This is an optimization exercise on Yosys and OpenROAD, whose aim is small area, a short achievable clock period and few clock cycles, not a production implementation. Function was not checked in any run shown here: the RTL went through the layout flow alone.

## flow/design.v (module list and top-level ports; edited modules follow where they fit)
// module convolution: 2439 lines
// module conv_fa: 4 lines
// module conv_ha: 4 lines
// module L1: 42 lines
// module CONV: 149 lines
module  CONV(
	input		  clk,
	input		  reset,
	output		  busy,
	input		  ready,
	output [11:0] iaddr,
	input  [19:0] idata,
	output	 	  cwr,
	output [11:0] caddr_wr,
	output [19:0] cdata_wr,
	output	 	  crd,
	output [11:0] caddr_rd,
	input  [19:0] cdata_rd,
	output [ 2:0] csel
	);
  // ...
==> flow/flow/run.sh <==
#!/bin/bash
set -euo pipefail
bash standard.sh SETUP_SLACK_MARGIN=7 finish > make.log 2>&1
==> flow/standard.sh <==
#!/bin/bash
# synth_recipe.tcl (not shown) runs the flow's synth.tcl, then flattens the netlist and writes it again
# the make line also repeats each setting of config.mk as NAME=value (left out here)
make -C /OpenROAD-flow-scripts/flow DESIGN_CONFIG=/design/flow/config.mk WORK_HOME=/design/flow/orfs CLKGATE_MAP_FILE= SYNTH_SCRIPT=/design/flow/synth_recipe.tcl "${@:-finish}"
==> flow/config.mk <==
export PLATFORM = sky130hd
export DESIGN_NAME = CONV
export DESIGN_NICKNAME = CONV
export VERILOG_FILES = /design/flow/design.v
export SDC_FILE = /design/flow/constraint.sdc
export NUM_CORES = 4
export LEC_CHECK = 0
export CAP_MARGIN = 20
export CORE_MARGIN = 2
export CORE_UTILIZATION = 45
export SLEW_MARGIN = 20
export SYNTH_HIERARCHICAL = 1
export SYNTH_MINIMUM_KEEP_SIZE = 0
==> flow/constraint.sdc <==
create_clock -name core_clock -period 12.0 [get_ports {clk}]
set_input_delay 2.4000 -clock core_clock [delete_from_list [all_inputs] [get_ports {clk}]]
set_output_delay 2.4000 -clock core_clock [all_outputs]
set_load 0.01 [all_outputs]
==> impl_metrics.toml, run 1 <==
[status]
result_of_the_run = "no timing/DRC/antenna violations"

[place]
place.detailed.hpwl_mm = 116
place_congestion = 0.991
numPortBuffers = 102

[detailed_routing]
drt_first_iter_violations = 2039
routed_wl_mm = 138
first_pass_iters = 5

[grt]
busiest_layer = "met2"
grt_use_total = 0.281
met2_usage = 0.452
globalRoute.totalOverflow = 0
pin_count_of_the_biggest_net_entering_global_routing = 80

[timing]
hold_viol_final = 0
period_share = 0.413
worst_slew_margin_rel = 0.262

[final_layout]
nNetsFinal = 4395
insertedDiodeCount = 1
fraction_of_final_layout_cells_with_drive_strength_greater_than_1 = 0.102
layout.cell_area.non_filler_mm2 = 0.0505
fin_util = 0.521
mostFrequentLayoutCells = "sky130_fd_sc_hd__fa_1 (965), sky130_fd_sc_hd__dfxtp_1 (672), sky130_fd_sc_hd__inv_1 (287), sky130_fd_sc_hd__nand2_1 (177), sky130_fd_sc_hd__ha_1 (129)"
multi_input_area_mm2 = 0.0262
regArea_mm2 = 0.0171

[setup_path]
worst-path-buf-inv = 2
worst_path_most_repeated_cell = "sky130_fd_sc_hd__fa_1"
critical_path.endpoint = "u_conv.s1_c14_0$_DFF_P_"

[logic_synthesis]
synth.yosys.warnings = 11
synth_xor_area_frac = 0.0107
post_synth.cell_area_avg_um2 = 14.5

[floorplan]
rows = 114
coreArea_mm2 = 0.0970
floorplan.tapcells = 1276

[clocking]
cts_buffer_depth = 3
worst_setup_hold_path_clk_slew_ns = 0.06

[min_path]
whs_path_depth = 0
==> module L1, before the edit <==
module  L1(
	input             clk,
	input             reset,
	input             rd_next,    
	input             gap_next,   
	output            crd,
	output     [11:0] caddr_rd,
	input      [19:0] cdata_rd,
	output            wr,         
	output     [19:0] val
	);
reg        crd_r, hv;
reg [11:0] q;           
reg        qdone;
reg signed [19:0] m, h;
wire signed [19:0] d = cdata_rd;
wire signed [19:0] mx = (m > d) ? m : d;
assign crd = crd_r;
assign caddr_rd = {q[11:9], q[3:2], q[0], q[8:4], q[1]};
wire blk_end = crd_r && (q[1:0] == 2'd3);
wire wr_b = blk_end && q[2];               
wire wr_h = gap_next && hv && !wr_b;       
assign wr  = wr_b || wr_h;
assign val = wr_b ? mx : h;
always @(posedge clk or posedge reset) begin
	if (reset) begin
		crd_r <= 1'b0; hv <= 1'b0; q <= 12'd0; qdone <= 1'b0;
	end else begin
		crd_r <= rd_next && !qdone;
		if (crd_r) begin
			q <= q + 12'd1;
			if (q == 12'd4095) qdone <= 1'b1;
		end
		if (blk_end && !q[2]) hv <= 1'b1;
		else if (wr_h) hv <= 1'b0;
	end
end
always @(posedge clk) begin
	if (crd_r) m <= (q[1:0] == 2'd0) ? d : mx;
	if (blk_end && !q[2]) h <= mx;
end
endmodule
==> module CONV, before the edit <==
module  CONV(
	input		  clk,
	input		  reset,
	output		  busy,
	input		  ready,
	output [11:0] iaddr,
	input  [19:0] idata,
	output	 	  cwr,
	output [11:0] caddr_wr,
	output [19:0] cdata_wr,
	output	 	  crd,
	output [11:0] caddr_rd,
	input  [19:0] cdata_rd,
	output [ 2:0] csel
	);
localparam LAT = 1;    
reg        busy_r, done_r, run_r, started_r;
reg [11:0] ra_r;       
reg [ 3:0] rr_r;       
reg        rv_r;       
wire       l1_last;
assign busy  = busy_r;
assign iaddr = ra_r;
wire rlast = (rr_r == 4'd9);
always @(posedge clk or posedge reset) begin
	if (reset) begin
		busy_r    <= 1'b0;
		run_r     <= 1'b0;
		started_r <= 1'b0;
		ra_r      <= 12'd4032;    
		rr_r      <= 4'd0;
		rv_r      <= 1'b0;
	end else begin
		if (!busy_r && !done_r && ready) begin
			busy_r <= 1'b1;
			run_r  <= 1'b1;
		end
		if (l1_last) begin
			busy_r <= 1'b0;
			run_r  <= 1'b0;
		end
		if (run_r) begin
			if (rlast) begin
				rr_r <= 4'd0;
				ra_r <= (ra_r[5:0] == 6'd63) ? ra_r - 12'd127 : ra_r - 12'd575;
				started_r <= 1'b1;
				rv_r <= (ra_r[5:0] != 6'd63) ? (ra_r[11:6] != 6'd8) : 1'b1;
			end else begin
				rr_r <= rr_r + 4'd1;
				ra_r <= ra_r + 12'd64;
				rv_r <= !(rr_r == 4'd8 && ra_r[11:6] == 6'd63);
			end
		end
	end
end
reg [19:0] px [0:22];
reg        vld1;                   
reg [5:0]  mr1, ml1;               
integer i;
always @(posedge clk) begin
	px[0] <= rv_r ? idata : 20'd0;
	for (i = 1; i < 23; i = i + 1) px[i] <= px[i-1];
end
always @(posedge clk or posedge reset) begin
	if (reset) begin
		vld1 <= 1'b0; mr1 <= 6'd0; ml1 <= 6'd0;
	end else begin
		vld1 <= run_r && started_r && (rr_r >= 4'd2);
		mr1  <= {6{ra_r[5:0] == 6'd0}};    
		ml1  <= {6{ra_r[5:0] == 6'd1}};    
	end
end
wire [19:0] rgt0 = {{10{!mr1[0]}}, {10{!mr1[1]}}} & px[0];
wire [19:0] rgt1 = {{10{!mr1[2]}}, {10{!mr1[3]}}} & px[1];
wire [19:0] rgt2 = {{10{!mr1[4]}}, {10{!mr1[5]}}} & px[2];
wire [19:0] lft0 = {{10{!ml1[0]}}, {10{!ml1[1]}}} & px[20];
wire [19:0] lft1 = {{10{!ml1[2]}}, {10{!ml1[3]}}} & px[21];
wire [19:0] lft2 = {{10{!ml1[4]}}, {10{!ml1[5]}}} & px[22];
wire [19:0] res;
convolution u_conv (
	.clk(clk),
	.t0(rgt0), .t1(rgt1), .t2(rgt2),
	.t3(px[10]), .t4(px[11]), .t5(px[12]),
	.t6(lft0), .t7(lft1), .t8(lft2),
	.res(res)
);
reg [LAT-1:0] vpipe;
always @(posedge clk or posedge reset) begin
	if (reset) vpipe <= {LAT{1'b0}};
	else       vpipe <= {vpipe, vld1};
end
wire bnext   = vpipe[LAT-1];
reg  l0_done;
wire l0_next = bnext && !l0_done;
reg        cwr_r;
reg [ 2:0] csel_r;
reg [11:0] cad_r;
reg [19:0] cdat_r;
reg [11:0] wa_r;         
reg [ 9:0] lc_r;         
wire        l1_wr;       
wire [19:0] l1_val;
assign cwr      = cwr_r;
assign csel     = csel_r;
assign caddr_wr = cad_r;
assign cdata_wr = cdat_r;
assign l1_last  = cwr_r && done_r;
always @(posedge clk or posedge reset) begin
	if (reset) begin
		cwr_r <= 1'b0; csel_r <= 3'd1; cad_r <= 12'd0; cdat_r <= 20'd0;
		wa_r <= 12'd0; l0_done <= 1'b0; lc_r <= 10'd0; done_r <= 1'b0;
	end else begin
		cwr_r <= (l0_next || l1_wr) && !done_r;
		if (l0_next) begin
			csel_r <= 3'd1;
			cad_r  <= wa_r;
			cdat_r <= res;
			if (wa_r[8:6] != 3'd7) wa_r <= wa_r + 12'd64;
			else if (wa_r[5:0] == 6'd63) wa_r <= wa_r + 12'd1;
			else wa_r <= wa_r - 12'd447;
			if (wa_r == 12'd4095) l0_done <= 1'b1;
		end else begin
			csel_r <= l1_wr ? 3'd3 : 3'd1;
			cad_r  <= {2'b00, lc_r[9:7], lc_r[1], !lc_r[0], lc_r[6:2]};
			cdat_r <= l1_val;
			if (l1_wr) begin
				lc_r <= lc_r + 10'd1;
				if (lc_r == 10'd1023) done_r <= 1'b1;
			end
		end
	end
end
reg pool_on;
always @(posedge clk or posedge reset) begin
	if (reset) pool_on <= 1'b0;
	else if (l0_next && wa_r == 12'd449) pool_on <= 1'b1;    
end
L1 u_pool (
	.clk(clk),
	.reset(reset),
	.rd_next(bnext && pool_on),
	.gap_next(!bnext),
	.crd(crd),
	.caddr_rd(caddr_rd),
	.cdata_rd(cdata_rd),
	.wr(l1_wr),
	.val(l1_val)
);
endmodule
==> inputs of run 2 (changes only) <==
--- a/flow/design.v
+++ b/flow/design.v
@@ -1220,16 +1220,91 @@
 reg s1_c34_1;
 reg s1_c34_2;
 reg s1_c34_3;
 reg s1_c34_4;
 reg s1_c34_5;
 reg s1_c35_0;
 reg s1_c35_1;
 reg s1_c35_2;
+reg s2_c0_0;
+reg s2_c0_1;
+reg s2_c1_0;
+reg s2_c1_1;
+reg s2_c2_0;
+reg s2_c2_1;
+reg s2_c3_0;
+reg s2_c3_1;
+reg s2_c4_0;
+reg s2_c4_1;
+reg s2_c5_0;
+reg s2_c5_1;
+reg s2_c6_0;
+reg s2_c6_1;
+reg s2_c7_0;
+reg s2_c7_1;
+reg s2_c8_0;
+reg s2_c8_1;
+reg s2_c9_0;
+reg s2_c9_1;
+reg s2_c10_0;
+reg s2_c10_1;
+reg s2_c11_0;
+reg s2_c11_1;
+reg s2_c12_0;
+reg s2_c12_1;
+reg s2_c13_0;
+reg s2_c13_1;
+reg s2_c14_0;
+reg s2_c14_1;
+reg s2_c15_0;
+reg s2_c15_1;
+reg s2_c16_0;
+reg s2_c16_1;
+reg s2_c17_0;
+reg s2_c17_1;
+reg s2_c18_0;
+reg s2_c18_1;
+reg s2_c19_0;
+reg s2_c19_1;
+reg s2_c20_0;
+reg s2_c20_1;
+reg s2_c21_0;
+reg s2_c21_1;
+reg s2_c22_0;
+reg s2_c22_1;
+reg s2_c23_0;
+reg s2_c23_1;
+reg s2_c24_0;
+reg s2_c24_1;
+reg s2_c25_0;
+reg s2_c25_1;
+reg s2_c26_0;
+reg s2_c26_1;
+reg s2_c27_0;
+reg s2_c27_1;
+reg s2_c28_0;
+reg s2_c28_1;
+reg s2_c29_0;
+reg s2_c29_1;
+reg s2_c30_0;
+reg s2_c30_1;
+reg s2_c31_0;
+reg s2_c31_1;
+reg s2_c32_0;
+reg s2_c32_1;
+reg s2_c33_0;
+reg s2_c33_1;
+reg s2_c34_0;
+reg s2_c34_1;
+reg s2_c35_0;
+reg s2_c35_1;
+reg s2_c36_0;
+reg s2_c36_1;
+reg s2_c37_0;
 conv_fa u3 (t0[13], nt0[10], t0[8], w1, w2);
 conv_fa u6 (t0[14], nt0[11], t0[9], w4, w5);
 conv_fa u9 (nt0[4], nt0[2], nt0[0], w7, w8);
 conv_ha u12 (t1[12], t1[10], w10, w11);
 conv_fa u15 (t0[15], nt0[12], t0[10], w13, w14);
 conv_fa u18 (nt0[5], nt0[3], nt0[1], w16, w17);
 conv_fa u21 (t1[13], t1[11], t1[9], w19, w20);
 conv_fa u24 (nt1[6], nt1[3], nt1[0], w22, w23);
@@ -2426,19 +2501,94 @@
   s1_c34_1 <= w2545;
   s1_c34_2 <= w2548;
   s1_c34_3 <= w2534;
   s1_c34_4 <= w2537;
   s1_c34_5 <= w2540;
   s1_c35_0 <= w2543;
   s1_c35_1 <= w2546;
   s1_c35_2 <= w2549;
+  s2_c0_0 <= w2761;
+  s2_c0_1 <= w2869;
+  s2_c1_0 <= w2872;
+  s2_c1_1 <= w2870;
+  s2_c2_0 <= w2875;
+  s2_c2_1 <= w2873;
+  s2_c3_0 <= w2878;
+  s2_c3_1 <= w2876;
+  s2_c4_0 <= w2881;
+  s2_c4_1 <= w2879;
+  s2_c5_0 <= w2884;
+  s2_c5_1 <= w2882;
+  s2_c6_0 <= w2887;
+  s2_c6_1 <= w2885;
+  s2_c7_0 <= w2890;
+  s2_c7_1 <= w2888;
+  s2_c8_0 <= w2893;
+  s2_c8_1 <= w2891;
+  s2_c9_0 <= w2896;
+  s2_c9_1 <= w2894;
+  s2_c10_0 <= w2899;
+  s2_c10_1 <= w2897;
+  s2_c11_0 <= w2902;
+  s2_c11_1 <= w2900;
+  s2_c12_0 <= w2905;
+  s2_c12_1 <= w2903;
+  s2_c13_0 <= w2908;
+  s2_c13_1 <= w2906;
+  s2_c14_0 <= w2911;
+  s2_c14_1 <= w2909;
+  s2_c15_0 <= w2914;
+  s2_c15_1 <= w2912;
+  s2_c16_0 <= w2917;
+  s2_c16_1 <= w2915;
+  s2_c17_0 <= w2920;
+  s2_c17_1 <= w2918;
+  s2_c18_0 <= w2923;
+  s2_c18_1 <= w2921;
+  s2_c19_0 <= w2926;
+  s2_c19_1 <= w2924;
+  s2_c20_0 <= w2929;
+  s2_c20_1 <= w2927;
+  s2_c21_0 <= w2932;
+  s2_c21_1 <= w2930;
+  s2_c22_0 <= w2935;
+  s2_c22_1 <= w2933;
+  s2_c23_0 <= w2938;
+  s2_c23_1 <= w2936;
+  s2_c24_0 <= w2941;
+  s2_c24_1 <= w2939;
+  s2_c25_0 <= w2944;
+  s2_c25_1 <= w2942;
+  s2_c26_0 <= w2947;
+  s2_c26_1 <= w2945;
+  s2_c27_0 <= w2950;
+  s2_c27_1 <= w2948;
+  s2_c28_0 <= w2953;
+  s2_c28_1 <= w2951;
+  s2_c29_0 <= w2956;
+  s2_c29_1 <= w2954;
+  s2_c30_0 <= w2959;
+  s2_c30_1 <= w2957;
+  s2_c31_0 <= w2962;
+  s2_c31_1 <= w2960;
+  s2_c32_0 <= w2965;
+  s2_c32_1 <= w2963;
+  s2_c33_0 <= w2968;
+  s2_c33_1 <= w2966;
+  s2_c34_0 <= w2971;
+  s2_c34_1 <= w2969;
+  s2_c35_0 <= w2974;
+  s2_c35_1 <= w2972;
+  s2_c36_0 <= w2977;
+  s2_c36_1 <= w2975;
+  s2_c37_0 <= w2978;
 end
-wire [37:0] ra = {w2978, w2977, w2974, w2971, w2968, w2965, w2962, w2959, w2956, w2953, w2950, w2947, w2944, w2941, w2938, w2935, w2932, w2929, w2926, w2923, w2920, w2917, w2914, w2911, w2908, w2905, w2902, w2899, w2896, w2893, w2890, w2887, w2884, w2881, w2878, w2875, w2872, w2761};
-wire [37:0] rb = {1'b0, w2975, w2972, w2969, w2966, w2963, w2960, w2957, w2954, w2951, w2948, w2945, w2942, w2939, w2936, w2933, w2930, w2927, w2924, w2921, w2918, w2915, w2912, w2909, w2906, w2903, w2900, w2897, w2894, w2891, w2888, w2885, w2882, w2879, w2876, w2873, w2870, w2869};
+wire [37:0] ra = {s2_c37_0, s2_c36_0, s2_c35_0, s2_c34_0, s2_c33_0, s2_c32_0, s2_c31_0, s2_c30_0, s2_c29_0, s2_c28_0, s2_c27_0, s2_c26_0, s2_c25_0, s2_c24_0, s2_c23_0, s2_c22_0, s2_c21_0, s2_c20_0, s2_c19_0, s2_c18_0, s2_c17_0, s2_c16_0, s2_c15_0, s2_c14_0, s2_c13_0, s2_c12_0, s2_c11_0, s2_c10_0, s2_c9_0, s2_c8_0, s2_c7_0, s2_c6_0, s2_c5_0, s2_c4_0, s2_c3_0, s2_c2_0, s2_c1_0, s2_c0_0};
+wire [37:0] rb = {1'b0, s2_c36_1, s2_c35_1, s2_c34_1, s2_c33_1, s2_c32_1, s2_c31_1, s2_c30_1, s2_c29_1, s2_c28_1, s2_c27_1, s2_c26_1, s2_c25_1, s2_c24_1, s2_c23_1, s2_c22_1, s2_c21_1, s2_c20_1, s2_c19_1, s2_c18_1, s2_c17_1, s2_c16_1, s2_c15_1, s2_c14_1, s2_c13_1, s2_c12_1, s2_c11_1, s2_c10_1, s2_c9_1, s2_c8_1, s2_c7_1, s2_c6_1, s2_c5_1, s2_c4_1, s2_c3_1, s2_c2_1, s2_c1_1, s2_c0_1};
 wire [37:0] acc = ra + rb + 38'd127586188564;
 assign res = acc[37] ? 20'd0 : acc[35:16];
 endmodule
 module conv_fa(input a, input b, input c, output s, output co);
 assign s = a ^ b ^ c;
 assign co = (a & b) | (a & c) | (b & c);
 endmodule
 module conv_ha(input a, input b, output s, output co);
@@ -2479,17 +2629,17 @@
 			q <= q + 12'd1;
 			if (q == 12'd4095) qdone <= 1'b1;
 		end
 		if (blk_end && !q[2]) hv <= 1'b1;
 		else if (wr_h) hv <= 1'b0;
 	end
 end
 always @(posedge clk) begin
-	if (crd_r) m <= (q[1:0] == 2'd0) ? d : mx;
+	m <= (!crd_r || q[1:0] == 2'd0) ? d : mx;    
 	if (blk_end && !q[2]) h <= mx;
 end
 endmodule
 `timescale 1ns/10ps
 module  CONV(
 	input		  clk,
 	input		  reset,
 	output		  busy,
@@ -2499,85 +2649,87 @@
 	output	 	  cwr,
 	output [11:0] caddr_wr,
 	output [19:0] cdata_wr,
 	output	 	  crd,
 	output [11:0] caddr_rd,
 	input  [19:0] cdata_rd,
 	output [ 2:0] csel
 	);
-localparam LAT = 1;    
-reg        busy_r, done_r, run_r, started_r;
+localparam LAT = 2;    
+reg        busy_r, done_r, run_r;
+reg        zc_r;       
+reg        prv_r;      
 reg [11:0] ra_r;       
 reg [ 3:0] rr_r;       
 reg        rv_r;       
 wire       l1_last;
 assign busy  = busy_r;
 assign iaddr = ra_r;
 wire rlast = (rr_r == 4'd9);
 always @(posedge clk or posedge reset) begin
 	if (reset) begin
 		busy_r    <= 1'b0;
 		run_r     <= 1'b0;
-		started_r <= 1'b0;
+		zc_r      <= 1'b1;
+		prv_r     <= 1'b0;
 		ra_r      <= 12'd4032;    
 		rr_r      <= 4'd0;
 		rv_r      <= 1'b0;
 	end else begin
 		if (!busy_r && !done_r && ready) begin
 			busy_r <= 1'b1;
 			run_r  <= 1'b1;
 		end
 		if (l1_last) begin
 			busy_r <= 1'b0;
 			run_r  <= 1'b0;
 		end
 		if (run_r) begin
 			if (rlast) begin
-				rr_r <= 4'd0;
-				ra_r <= (ra_r[5:0] == 6'd63) ? ra_r - 12'd127 : ra_r - 12'd575;
-				started_r <= 1'b1;
-				rv_r <= (ra_r[5:0] != 6'd63) ? (ra_r[11:6] != 6'd8) : 1'b1;
+				rr_r  <= 4'd0;
+				prv_r <= !zc_r;
+				if (zc_r) begin
+					zc_r <= 1'b0;
+					rv_r <= (ra_r[11:6] != 6'd63);
+				end else if (ra_r[5:0] == 6'd63) begin
+					zc_r <= 1'b1;
+					rv_r <= 1'b0;
+					ra_r <= ra_r - 12'd127;           
+				end else begin
+					ra_r <= ra_r - 12'd575;           
+					rv_r <= (ra_r[11:6] != 6'd8);
+				end
 			end else begin
 				rr_r <= rr_r + 4'd1;
-				ra_r <= ra_r + 12'd64;
-				rv_r <= !(rr_r == 4'd8 && ra_r[11:6] == 6'd63);
+				if (!zc_r) begin
+					ra_r <= ra_r + 12'd64;
+					rv_r <= !(rr_r == 4'd8 && ra_r[11:6] == 6'd63);
+				end
 			end
 		end
 	end
 end
 reg [19:0] px [0:22];
 reg        vld1;                   
-reg [5:0]  mr1, ml1;               
 integer i;
 always @(posedge clk) begin
 	px[0] <= rv_r ? idata : 20'd0;
 	for (i = 1; i < 23; i = i + 1) px[i] <= px[i-1];
 end
 always @(posedge clk or posedge reset) begin
-	if (reset) begin
-		vld1 <= 1'b0; mr1 <= 6'd0; ml1 <= 6'd0;
-	end else begin
-		vld1 <= run_r && started_r && (rr_r >= 4'd2);
-		mr1  <= {6{ra_r[5:0] == 6'd0}};    
-		ml1  <= {6{ra_r[5:0] == 6'd1}};    
-	end
+	if (reset) vld1 <= 1'b0;
+	else       vld1 <= run_r && prv_r && (rr_r >= 4'd2);
 end
-wire [19:0] rgt0 = {{10{!mr1[0]}}, {10{!mr1[1]}}} & px[0];
-wire [19:0] rgt1 = {{10{!mr1[2]}}, {10{!mr1[3]}}} & px[1];
-wire [19:0] rgt2 = {{10{!mr1[4]}}, {10{!mr1[5]}}} & px[2];
-wire [19:0] lft0 = {{10{!ml1[0]}}, {10{!ml1[1]}}} & px[20];
-wire [19:0] lft1 = {{10{!ml1[2]}}, {10{!ml1[3]}}} & px[21];
-wire [19:0] lft2 = {{10{!ml1[4]}}, {10{!ml1[5]}}} & px[22];
 wire [19:0] res;
 convolution u_conv (
 	.clk(clk),
-	.t0(rgt0), .t1(rgt1), .t2(rgt2),
+	.t0(px[0]),  .t1(px[1]),  .t2(px[2]),
 	.t3(px[10]), .t4(px[11]), .t5(px[12]),
-	.t6(lft0), .t7(lft1), .t8(lft2),
+	.t6(px[20]), .t7(px[21]), .t8(px[22]),
 	.res(res)
 );
 reg [LAT-1:0] vpipe;
 always @(posedge clk or posedge reset) begin
 	if (reset) vpipe <= {LAT{1'b0}};
 	else       vpipe <= {vpipe, vld1};
 end
 wire bnext   = vpipe[LAT-1];
@@ -2593,39 +2745,44 @@
 wire [19:0] l1_val;
 assign cwr      = cwr_r;
 assign csel     = csel_r;
 assign caddr_wr = cad_r;
 assign cdata_wr = cdat_r;
 assign l1_last  = cwr_r && done_r;
 always @(posedge clk or posedge reset) begin
 	if (reset) begin
-		cwr_r <= 1'b0; csel_r <= 3'd1; cad_r <= 12'd0; cdat_r <= 20'd0;
+		cwr_r <= 1'b0; csel_r <= 3'd1;
 		wa_r <= 12'd0; l0_done <= 1'b0; lc_r <= 10'd0; done_r <= 1'b0;
 	end else begin
 		cwr_r <= (l0_next || l1_wr) && !done_r;
 		if (l0_next) begin
 			csel_r <= 3'd1;
-			cad_r  <= wa_r;
-			cdat_r <= res;
 			if (wa_r[8:6] != 3'd7) wa_r <= wa_r + 12'd64;
 			else if (wa_r[5:0] == 6'd63) wa_r <= wa_r + 12'd1;
 			else wa_r <= wa_r - 12'd447;
 			if (wa_r == 12'd4095) l0_done <= 1'b1;
 		end else begin
 			csel_r <= l1_wr ? 3'd3 : 3'd1;
-			cad_r  <= {2'b00, lc_r[9:7], lc_r[1], !lc_r[0], lc_r[6:2]};
-			cdat_r <= l1_val;
 			if (l1_wr) begin
 				lc_r <= lc_r + 10'd1;
 				if (lc_r == 10'd1023) done_r <= 1'b1;
 			end
 		end
 	end
 end
+always @(posedge clk) begin
+	if (l0_next) begin
+		cad_r  <= wa_r;
+		cdat_r <= res;
+	end else begin
+		cad_r  <= {2'b00, lc_r[9:7], lc_r[1], !lc_r[0], lc_r[6:2]};
+		cdat_r <= l1_val;
+	end
+end
 reg pool_on;
 always @(posedge clk or posedge reset) begin
 	if (reset) pool_on <= 1'b0;
 	else if (l0_next && wa_r == 12'd449) pool_on <= 1'b1;    
 end
 L1 u_pool (
 	.clk(clk),
 	.reset(reset),
==> flow/flow/run.sh (replaced) <==
#!/bin/bash
set -euo pipefail
bash standard.sh SETUP_SLACK_MARGIN=8 finish > make.log 2>&1
==> flow/config.mk (replaced) <==
export PLATFORM = sky130hd
export DESIGN_NAME = CONV
export DESIGN_NICKNAME = CONV
export VERILOG_FILES = /design/flow/design.v
export SDC_FILE = /design/flow/constraint.sdc
export NUM_CORES = 4
export LEC_CHECK = 0
export CAP_MARGIN = 20
export CORE_MARGIN = 2
export CORE_UTILIZATION = 65
export SLEW_MARGIN = 20
export SYNTH_HIERARCHICAL = 1
export SYNTH_MINIMUM_KEEP_SIZE = 0
==> impl_metrics.toml, run 2 <==
[timing]
grt_setup_unrepaired = "true"
finalSetupTns_ns = 0
worst_slew_margin_rel = 0.323
final-setup-viol-count = 0
max_freq_ghz = 0.232
clock_skew_ns = 0.0333
slew_violations = 0
tightest_slew_ns = 1.01
period_share = 0.359
final.setup.worst_slack_ns = 7.69
hold_viol_final = 0
fin_crit_ns = 4.31

[grt]
grt_use_total = 0.396
pin_count_of_the_biggest_net_entering_global_routing = 51
globalRoute.totalOverflow = 0
first_pass_grt_wire_length_mm = 194
initial_antenna_violation_count = 6
grt_pass1_vias = 28300

[logic_synthesis]
yosysTopAreaCell = "sky130_fd_sc_hd__fa_1"
yosys.area.top_type_share = 0.434
synth-seq-area-share = 0.409
synth-main-ff-cell = "sky130_fd_sc_hd__dfxtp_1"
async_reset_ff_frac = 0.0735
ys_types = 86
post_synth_main_area_contributors = "sky130_fd_sc_hd__fa_1 (43%), sky130_fd_sc_hd__dfxtp_1 (36%), sky130_fd_sc_hd__ha_1 (3.8%)"
post_synth.cell_area_avg_um2 = 14.9
synth_compound_area_frac = 0.0300
synth-simple-area-share = 0.0423
syn_area_mm2 = 0.0446
yosysMostFrequentCell = "sky130_fd_sc_hd__fa_1"
synthAdderAreaFrac = 0.472
synth_xor_area_frac = 0.0114
synth_mux_area_frac = 0.00609
synth.yosys.warnings = 11
edff_count_synth = 20
synth_top_family_by_area = "adder cells"
synth.ff_latch_count = 884
synthTopCellsByCount = "sky130_fd_sc_hd__fa_1 (965), sky130_fd_sc_hd__dfxtp_1 (799), sky130_fd_sc_hd__inv_1 (290), sky130_fd_sc_hd__nand2_1 (186), sky130_fd_sc_hd__ha_1 (135)"
syn_nets = 4131
synth_cells = 2988

[setup_path]
crit_required_ns = 12.53
timing.rr.end = "u_conv.s1_c15_0$_DFF_P_"
critPathTopFamily = "simple AND/OR/NAND/NOR gates"
worst_path_most_repeated_cell = "sky130_fd_sc_hd__nand2_1"
critical_path.reg2reg.startpoint = "px[0][12]$_SDFF_PN0_"
r2r_setup_slack_ns = 7.99
path_max_fanout = 4
setup.worst_path.start_class = "input pin"
worst_reg2reg_path_length_in_cells = 7
critical_path.endpoint = "cdat_r[17]$_DFF_P_"
path_class = "input pin to flip-flop"
worst-path-buf-inv = 4
path_depth = 14
worst_path_max_delay_cell = "sky130_fd_sc_hd__mux2_8"
cp-end-kind = "flip-flop"
critPathArrivalTime_ns = 4.83
crit_path_cell_trace = "buf_8 > inv_4 > ha_4 > nand4_1 > nor3_2 > and3_4 > a221o_2 > mux2_8 > buf_6 > buf_12 > nand3_4 > o311ai_4 > nand2_1 > nand2_1"
crit_start = "cdata_rd[19]"
worst_path_largest_cell_delay_ns = 0.42

[detailed_routing]
routed-via-count = 25500
first_pass_iters = 6
routed_wl_mm = 136
via_per_inst = 6.11
drc_errors = 0
drt_first_iter_violations = 3067
post_drt_wl_per_cell_um = 32.6
ant_nets = 0

[clocking]
clkSinkCount = 884
clock_tree.root_cell = "sky130_fd_sc_hd__clkbuf_16"
cts_made_buffers = 87
number_of_levels_the_h_tree_was_split_into = 3
worst_skew_pair.late_latency_ns = 0.66
cts_buffer_depth = 3
cts.hold.buffers_added = 0
clock_tree_from_tritoncts = "yes"
worst_setup_hold_path_clk_slew_ns = 0.07

[floorplan]
initial_standard_cell_utilization_of_the_core = 0.660
rows = 95
die_y_um = 266
die_width_um = 266
num_io_pins = 105
coreArea_mm2 = 0.0675
fp.dieArea_mm2 = 0.0706

[final_layout]
fraction_of_final_layout_cells_with_drive_strength_greater_than_1 = 0.149
area.growth.synth_to_final_pct = 14.6
mostFrequentLayoutCells = "sky130_fd_sc_hd__fa_1 (953), sky130_fd_sc_hd__dfxtp_1 (732), sky130_fd_sc_hd__inv_1 (239), sky130_fd_sc_hd__nand2_1 (183), sky130_fd_sc_hd__ha_1 (117)"
largest_register_ff_count = 460
final_common_cell = "sky130_fd_sc_hd__fa_1"
layoutNonFillerInstCount = 4167
registers.top_by_ff_count = "px"
nNetsFinal = 4365
layout.cell_area.non_filler_mm2 = 0.0511

[job]
timing.max_cap.violations = 0

[place]
dpl_cell_area_mm2 = 0.0468
place.detailed.hpwl_mm = 106
numPortBuffers = 102
dp_slack_ns = 5.82
place_congestion = 1.09
total_instance_count_after_detailed_placement = 3932

[status]
result_of_the_run = "no timing/DRC/antenna violations"

[min_path]
timing.hold.worst.class = "flip-flop to flip-flop"
run 2: metal layers:
layer / track usage / part of all wire
met1: 0.506 / 0.36
met4: 0.161 / 0.052
met2: 0.621 / 0.46
met5: 0 / 0.00019
met3: 0.146 / 0.12
run 2: area by class of cell:
| class | count | area, um2 |
|---|---|---|
| Inverter | 290 | 1180 |
| Clock inverter | 40 | 589 |
| Timing Repair Buffer | 169 | 1560 |
| Multi-Input combinational cell | 1790 | 25800 |
| Fill cell | 3876 | 16400 |
| Antenna cell | 2 | 5.00 |
| Tap cell | 873 | 1090 |
| Clock buffer | 119 | 2460 |
| Sequential cell | 884 | 18400 |
run 2: kinds of logic after synthesis:
| logic type | Yosys count |
|---|---|
| adder cells (fa/ha/maj) | 1100 |
| flip-flops | 884 |
| AND/OR/NAND/NOR | 396 |
| buffers and inverters | 328 |
| AO/OA/AOI/OAI | 196 |
| XOR/XNOR | 58 |
| multiplexers | 24 |
| other | 2 |
run 2: worst register-to-register path: cells and delay by family (launching register included):
| kind | cells | cell delay [ns] |
|---|---|---|
| DFF | 1 | 0.50 |
| buffers and inverters | 1 | 0.18 |
| adders and majority gates | 6 | 3.19 |
run 2: worst min path at each step:
stage | start | to | slack, ns | cells after the start
6_report | px[6][13]$_DFF_P_ | px[7][13]$_DFF_P_ | 0.31 | 0
5_1_grt | px[14][1]$_DFF_P_ | px[15][1]$_DFF_P_ | 0.32 | 0
4_1_cts | px[6][13]$_DFF_P_ | px[7][13]$_DFF_P_ | 0.32 | 0
3_5_place_dp | px[13][5]$_DFF_P_ | px[14][5]$_DFF_P_ | 0.31 | 0
3_3_place_gp | px[15][5]$_DFF_P_ | px[16][5]$_DFF_P_ | 0.31 | 0
2_1_floorplan | px[9][0]$_DFF_P_ | px[10][0]$_DFF_P_ | 0.31 | 0
run 2: timing repair:
item	CTS	global route
buffers inserted	37	22
gates cloned	15	0
pin swaps	29	24
gates resized for setup	238	82
setup endpoints to repair	146	93
endpoints found under the hold margin	0	0
run 2: metrics by stage:
step / hold slack (ns) / util
floorplan: 0.310 / -
global placement: 0.310 / 0.693
detailed placement: 0.312 / 0.693
CTS: 0.316 / 0.750
global route: 0.323 / 0.756
finish: 0.314 / 0.756
run 2: Yosys stat by module, one instance, submodules excluded:
module	cells inside	cell area [um2]	flip-flops and latches
CONV	882	13100	542
L1	312	3030	55
conv_fa	1	20.0	0
conv_ha	1	12.5	0
convolution	801	8800	287

==> re-timing with driven ports <==
Ports are ideal in the flow. The routed layouts listed here were re-timed in OpenROAD. Step 1 (the two cells are an assumption about what drives the block):
set clk [get_ports {clk}]
set_driving_cell -lib_cell sky130_fd_sc_hd__clkbuf_16 $clk
set_driving_cell -lib_cell sky130_fd_sc_hd__buf_2 [delete_from_list [all_inputs] $clk]
Step 2 also shifts input and output timing later by t, the mid clock arrival at the registers, as if the neighbouring blocks saw the same clock. Slacks: ideal / step 1 / step 2; pairs: ideal / step 1.
run | t (ns) | setup WS [ns] | clock arrival spread, ns | worst register clock-pin slew, ns | pins driven straight from the clock port
run 1 | 0.732 | 7.047 / 7.047 / 6.401 | 0.022 / 0.021 | 0.07 / 0.07 | 1
run 2 | 0.711 | 7.694 / 7.703 / 6.992 | 0.034 / 0.034 | 0.07 / 0.07 | 1
After both steps setup and hold are still met in every run listed. The setup slack of run 2, which loses most, moves by +0.009 ns with the drivers and by -0.702 ns with both steps.
